What follows belongs to an exercise in optimizing a design on an open flow for small area and a short achievable clock period; a production flow would make more cautious choices. Where RTL was checked, it was by simulation tests only, not by an equivalence proof against the original. Power is estimated from default activity; no workload was simulated.

the baseline:
==> flow/design.v <==
`timescale 1ns / 1ps
module CPU(
    input clock,
    input Load,
    input reset,
    input [7:0] data_in,
    output [7:0] Instruction,
    output [7:0] Acc,
    output [7:0] Mem,
    output [4:0] Program_counter
    );
    reg [7:0] ir;        
    reg [3:0] rda;       
    reg [7:0] rdb;       
    reg [4:0] pc;
    reg [4:0] mar;       
    reg [2:0] xop;       
    reg       run;
    reg [7:0] acc;
    reg [7:0] mdr;       
    reg [31:0] vld;      
    reg [255:0] mem;     
    reg       pv;        
    reg [4:0] pa;        
    reg [7:0] pd;        
    wire [2:0] op = ir[7:5];
    wire [4:0] ad = ir[4:0];
    wire issue = ~Load & (|op);
    wire xalu = xop[2] ^ xop[1];             
    wire xsto = xop == 3'b110;
    wire acc_we = run & ~Load & xalu;
    wire mem_we = run & ~Load & xsto;
    wire [7:0] a = acc;
    wire [7:0] b = mdr;
    wire [7:0] p = a ^ b;
    wire [7:0] g = a & b;
    wire [7:0] o = a | b;
    wire [7:0] g1, p1, g2, p2, g3;
    genvar i;
    generate
        for (i = 0; i < 8; i = i + 1) begin : l1
            if (i % 2 == 1) begin : m
                assign g1[i] = g[i] | (p[i] & g[i-1]);
                assign p1[i] = p[i] & p[i-1];
            end else begin : k
                assign g1[i] = g[i];
                assign p1[i] = p[i];
            end
        end
        for (i = 0; i < 8; i = i + 1) begin : l2
            if (i % 4 >= 2) begin : m
                assign g2[i] = g1[i] | (p1[i] & g1[(i/4)*4+1]);
                assign p2[i] = p1[i] & p1[(i/4)*4+1];
            end else begin : k
                assign g2[i] = g1[i];
                assign p2[i] = p1[i];
            end
        end
        for (i = 0; i < 8; i = i + 1) begin : l3
            if (i >= 4) begin : m
                assign g3[i] = g2[i] | (p2[i] & g2[3]);
            end else begin : k
                assign g3[i] = g2[i];
            end
        end
    endgenerate
    wire [7:0] sum = p ^ {g3[6:0], 1'b0};
    reg [7:0] alu;
    always @(*) begin
        case ({xop[2], xop[0]})
            2'b00: alu = sum;    
            2'b01: alu = g;      
            2'b10: alu = p;      
            default: alu = b;    
        endcase
    end
    wire z_add = ~p[0] & (&(p[7:1] ~^ o[6:0]));
    reg zalu;
    always @(*) begin
        case ({xop[2], xop[0]})
            2'b00: zalu = z_add;
            2'b01: zalu = ~|g;
            2'b10: zalu = ~|p;
            default: zalu = ~|b;
        endcase
    end
    wire zero = xalu ? zalu : ~|a;
    wire [31:0] rsel;
    wire [7:0] rdata;
    generate
        for (i = 0; i < 32; i = i + 1) begin : rs
            assign rsel[i] = rda[i % 4] & rdb[i / 4] & vld[i];
        end
        for (i = 0; i < 8; i = i + 1) begin : rb
            wire [31:0] t;
            genvar j;
            for (j = 0; j < 32; j = j + 1) begin : w
                assign t[j] = rsel[j] & mem[8*j + i];
            end
            wire r1b = rda[3] & rdb[6] & ~vld[27];
            wire r1c = rda[0] & rdb[7] & ~vld[28];
            assign rdata[i] = (|t) | r1b | ((i % 2 == 1) ? r1c : 1'b0);
        end
    endgenerate
    wire fwd = mem_we & (mar == ad);        
    wire pfwd = pv & (pa == ad);            
    always @(posedge clock or posedge reset) begin
        if (reset) begin
            ir  <= 8'd0;
            rda <= 4'b0001;
            rdb <= 8'b00000001;
            pc  <= 5'd0;
            mar <= 5'd0;
            xop <= 3'd0;
            run <= 1'b0;
            acc <= 8'd0;
            mdr <= 8'd0;
            vld <= 32'd0;
        end else begin
            ir  <= data_in;
            rda <= 4'b1 << data_in[1:0];
            rdb <= 8'b1 << data_in[4:2];
            run <= issue;
            if (issue) begin
                mar <= ad;
                xop <= op;
                if (op == 3'b111)
                    pc <= ad;
                else if (op == 3'b001 && zero)
                    pc <= pc + 5'd2;
                else
                    pc <= pc + 5'd1;
                mdr <= fwd ? acc : pfwd ? pd : rdata;
            end else if (mem_we) begin
                mdr <= acc;
            end
            if (acc_we)
                acc <= alu;
            vld <= vld | wsel;
        end
    end
    always @(posedge clock or posedge reset) begin
        if (reset)
            pv <= 1'b0;
        else
            pv <= mem_we;
    end
    always @(posedge clock) begin
        pa <= mar;
        pd <= acc;
    end
    wire [3:0] wra = 4'b1 << pa[1:0];
    wire [7:0] wrb = 8'b1 << pa[4:2];
    wire [31:0] wsel;
    generate
        for (i = 0; i < 32; i = i + 1) begin : ws
            assign wsel[i] = pv & wra[i % 4] & wrb[i / 4];
            always @(posedge clock) begin
                if (wsel[i])
                    mem[8*i +: 8] <= pd;
            end
        end
    endgenerate
    assign Instruction = ir;
    assign Acc = acc;
    assign Mem = mdr;
    assign Program_counter = pc;
endmodule
Settings: LEC_CHECK=0, CAP_MARGIN=20, CORE_MARGIN=2, CORE_UTILIZATION=55, CTS_CLUSTER_DIAMETER=80, CTS_CLUSTER_SIZE=24, SETUP_SLACK_MARGIN=3.8, SLEW_MARGIN=20; clock period 6.2 ns.
standard.sh (not shown) runs the stock make flow with config.mk's settings and CLKGATE_MAP_FILE= SYNTH_SCRIPT=/design/flow/synth_recipe.tcl, a recipe that flattens the netlist after the stock synthesis.
==> flow/flow/run.sh <==
#!/bin/bash
# Layout: the standard ORFS flow, with the port buffers made plain buffers
# (buf_4) instead of the cell buffer_ports picks by default (a delay cell).
set -euo pipefail
bash standard.sh BUFFER_PORTS_ARGS="-buffer_cell sky130_fd_sc_hd__buf_4" finish > flow_standard.log 2>&1
The following lists how the candidate was set up differently from the baseline:
--- a/flow/design.v
+++ b/flow/design.v
@@ -10,8 +10,6 @@
     output [4:0] Program_counter
     );
     reg [7:0] ir;        
-    reg [3:0] rda;       
-    reg [7:0] rdb;       
     reg [4:0] pc;
     reg [4:0] mar;       
     reg [2:0] xop;       
@@ -20,9 +18,6 @@
     reg [7:0] mdr;       
     reg [31:0] vld;      
     reg [255:0] mem;     
-    reg       pv;        
-    reg [4:0] pa;        
-    reg [7:0] pd;        
     wire [2:0] op = ir[7:5];
     wire [4:0] ad = ir[4:0];
     wire issue = ~Load & (|op);
@@ -85,6 +80,8 @@
         endcase
     end
     wire zero = xalu ? zalu : ~|a;
+    wire [3:0] rda = 4'b1 << ad[1:0];
+    wire [7:0] rdb = 8'b1 << ad[4:2];
     wire [31:0] rsel;
     wire [7:0] rdata;
     generate
@@ -102,13 +99,10 @@
             assign rdata[i] = (|t) | r1b | ((i % 2 == 1) ? r1c : 1'b0);
         end
     endgenerate
-    wire fwd = mem_we & (mar == ad);        
-    wire pfwd = pv & (pa == ad);            
+    wire fwd = mem_we & (mar == ad);
     always @(posedge clock or posedge reset) begin
         if (reset) begin
             ir  <= 8'd0;
-            rda <= 4'b0001;
-            rdb <= 8'b00000001;
             pc  <= 5'd0;
             mar <= 5'd0;
             xop <= 3'd0;
@@ -118,8 +112,6 @@
             vld <= 32'd0;
         end else begin
             ir  <= data_in;
-            rda <= 4'b1 << data_in[1:0];
-            rdb <= 8'b1 << data_in[4:2];
             run <= issue;
             if (issue) begin
                 mar <= ad;
@@ -130,7 +122,7 @@
                     pc <= pc + 5'd2;
                 else
                     pc <= pc + 5'd1;
-                mdr <= fwd ? acc : pfwd ? pd : rdata;
+                mdr <= fwd ? acc : rdata;
             end else if (mem_we) begin
                 mdr <= acc;
             end
@@ -139,25 +131,15 @@
             vld <= vld | wsel;
         end
     end
-    always @(posedge clock or posedge reset) begin
-        if (reset)
-            pv <= 1'b0;
-        else
-            pv <= mem_we;
-    end
-    always @(posedge clock) begin
-        pa <= mar;
-        pd <= acc;
-    end
-    wire [3:0] wra = 4'b1 << pa[1:0];
-    wire [7:0] wrb = 8'b1 << pa[4:2];
+    wire [3:0] wra = 4'b1 << mar[1:0];
+    wire [7:0] wrb = 8'b1 << mar[4:2];
     wire [31:0] wsel;
     generate
         for (i = 0; i < 32; i = i + 1) begin : ws
-            assign wsel[i] = pv & wra[i % 4] & wrb[i / 4];
+            assign wsel[i] = mem_we & wra[i % 4] & wrb[i / 4];
             always @(posedge clock) begin
                 if (wsel[i])
-                    mem[8*i +: 8] <= pd;
+                    mem[8*i +: 8] <= acc;
             end
         end
     endgenerate
==> comparison <==
Re wire length of the first global-routing pass: the candidate and the baseline aren't equal, and the higher value belongs to the candidate.
Changes observed in the candidate relative to the baseline: number of inserted filler cells in the final layout higher, post-placement cell count higher, worst hold slack higher, arithmetic-cell share of the synthesized area counting full adders, half adders and majority gates roughly the same, core utilization higher.
The run showing the greater overall routing resource usage is the candidate.
The candidate vs the baseline, setup slack at placement went down by 0.50 ns.

---

Starts from the design.v that is shown in full above.
Settings: LEC_CHECK=0, CAP_MARGIN=20, CORE_MARGIN=2, CORE_UTILIZATION=70, CTS_CLUSTER_DIAMETER=80, CTS_CLUSTER_SIZE=24, SETUP_SLACK_MARGIN=3.8, SLEW_MARGIN=20; clock period 6.2 ns.
==> flow/flow/run.sh <==
#!/bin/bash
# Layout: the standard ORFS flow, with the port buffers made plain buffers
# (buf_2) instead of the cell buffer_ports picks by default (a delay cell).
set -euo pipefail
bash standard.sh BUFFER_PORTS_ARGS="-buffer_cell sky130_fd_sc_hd__buf_2" finish > flow_standard.log 2>&1
Change:
--- a/flow/design.v
+++ b/flow/design.v
@@ -21,9 +21,8 @@
     reg [31:0] vld;      
     reg [255:0] mem;     
     reg       pv;        
     reg [4:0] pa;        
-    reg [7:0] pd;        
     wire [2:0] op = ir[7:5];
     wire [4:0] ad = ir[4:0];
     wire issue = ~Load & (|op);
     wire xalu = xop[2] ^ xop[1];             
@@ -129,9 +128,9 @@
                 else if (op == 3'b001 && zero)
                     pc <= pc + 5'd2;
                 else
                     pc <= pc + 5'd1;
-                mdr <= fwd ? acc : pfwd ? pd : rdata;
+                mdr <= (fwd | pfwd) ? acc : rdata;
             end else if (mem_we) begin
                 mdr <= acc;
             end
             if (acc_we)
@@ -146,9 +145,8 @@
             pv <= mem_we;
     end
     always @(posedge clock) begin
         pa <= mar;
-        pd <= acc;
     end
     wire [3:0] wra = 4'b1 << pa[1:0];
     wire [7:0] wrb = 8'b1 << pa[4:2];
     wire [31:0] wsel;
@@ -156,9 +154,9 @@
         for (i = 0; i < 32; i = i + 1) begin : ws
             assign wsel[i] = pv & wra[i % 4] & wrb[i / 4];
             always @(posedge clock) begin
                 if (wsel[i])
-                    mem[8*i +: 8] <= pd;
+                    mem[8*i +: 8] <= acc;
             end
         end
     endgenerate
     assign Instruction = ir;
Result: Cell count came out higher slightly; critical path depth came out higher by 7; setup slack got worse by 0.092 ns; cell area came out higher slightly; power came out higher by a few percent; fmax came out lower by a few percent; die area came out lower slightly; sequential power came out lower by a little under a tenth; global-route usage came out higher by 3.1 points.
Function not checked in the second run of this note: the RTL went through the layout flow alone.

[port drivers added, routing unchanged]
The results above use ideal ports. As a check the final layouts listed here were re-extracted and re-timed, cells and wires unchanged.
Step 1 (the two cells are an assumption about what drives the block):
set clk [get_ports {clock}]
set_driving_cell -lib_cell sky130_fd_sc_hd__clkbuf_16 $clk
set_driving_cell -lib_cell sky130_fd_sc_hd__buf_2 [delete_from_list [all_inputs] $clk]
Step 2 adds t to the input delays and takes it off the output delays; t is the mean of the earliest and latest rising clock arrival at the registers after step 1. Input paths then give back, and output paths get back, about the clock's delay inside the block.
Three values: no drivers, after step 1, after step 2; two values: the first two.
| run | t (ns) | setup slack, ns | hold WS [ns] | worst setup path after step 2 | cell pins on the clock port's net |
|---|---|---|---|---|---|
| the baseline | 0.564 | 3.701 / 3.650 / 3.386 | 0.423 / 0.423 / 0.423 | input to register | 1 |
| the candidate | 0.566 | 3.655 / 3.600 / 3.294 | 0.467 / 0.467 / 0.467 | input to register | 1 |
| the first run of note 2 | 0.557 | 3.739 / 3.687 / 3.420 | 0.417 / 0.417 / 0.417 | input to register | 1 |
| the second run of note 2 | 0.554 | 3.647 / 3.628 / 3.389 | 0.421 / 0.421 / 0.421 | input to register | 1 |
After both steps setup and hold are still met in every run listed. For the candidate, which loses most, drivers alone change the setup slack by -0.055 ns; drivers and shift together by -0.361 ns.
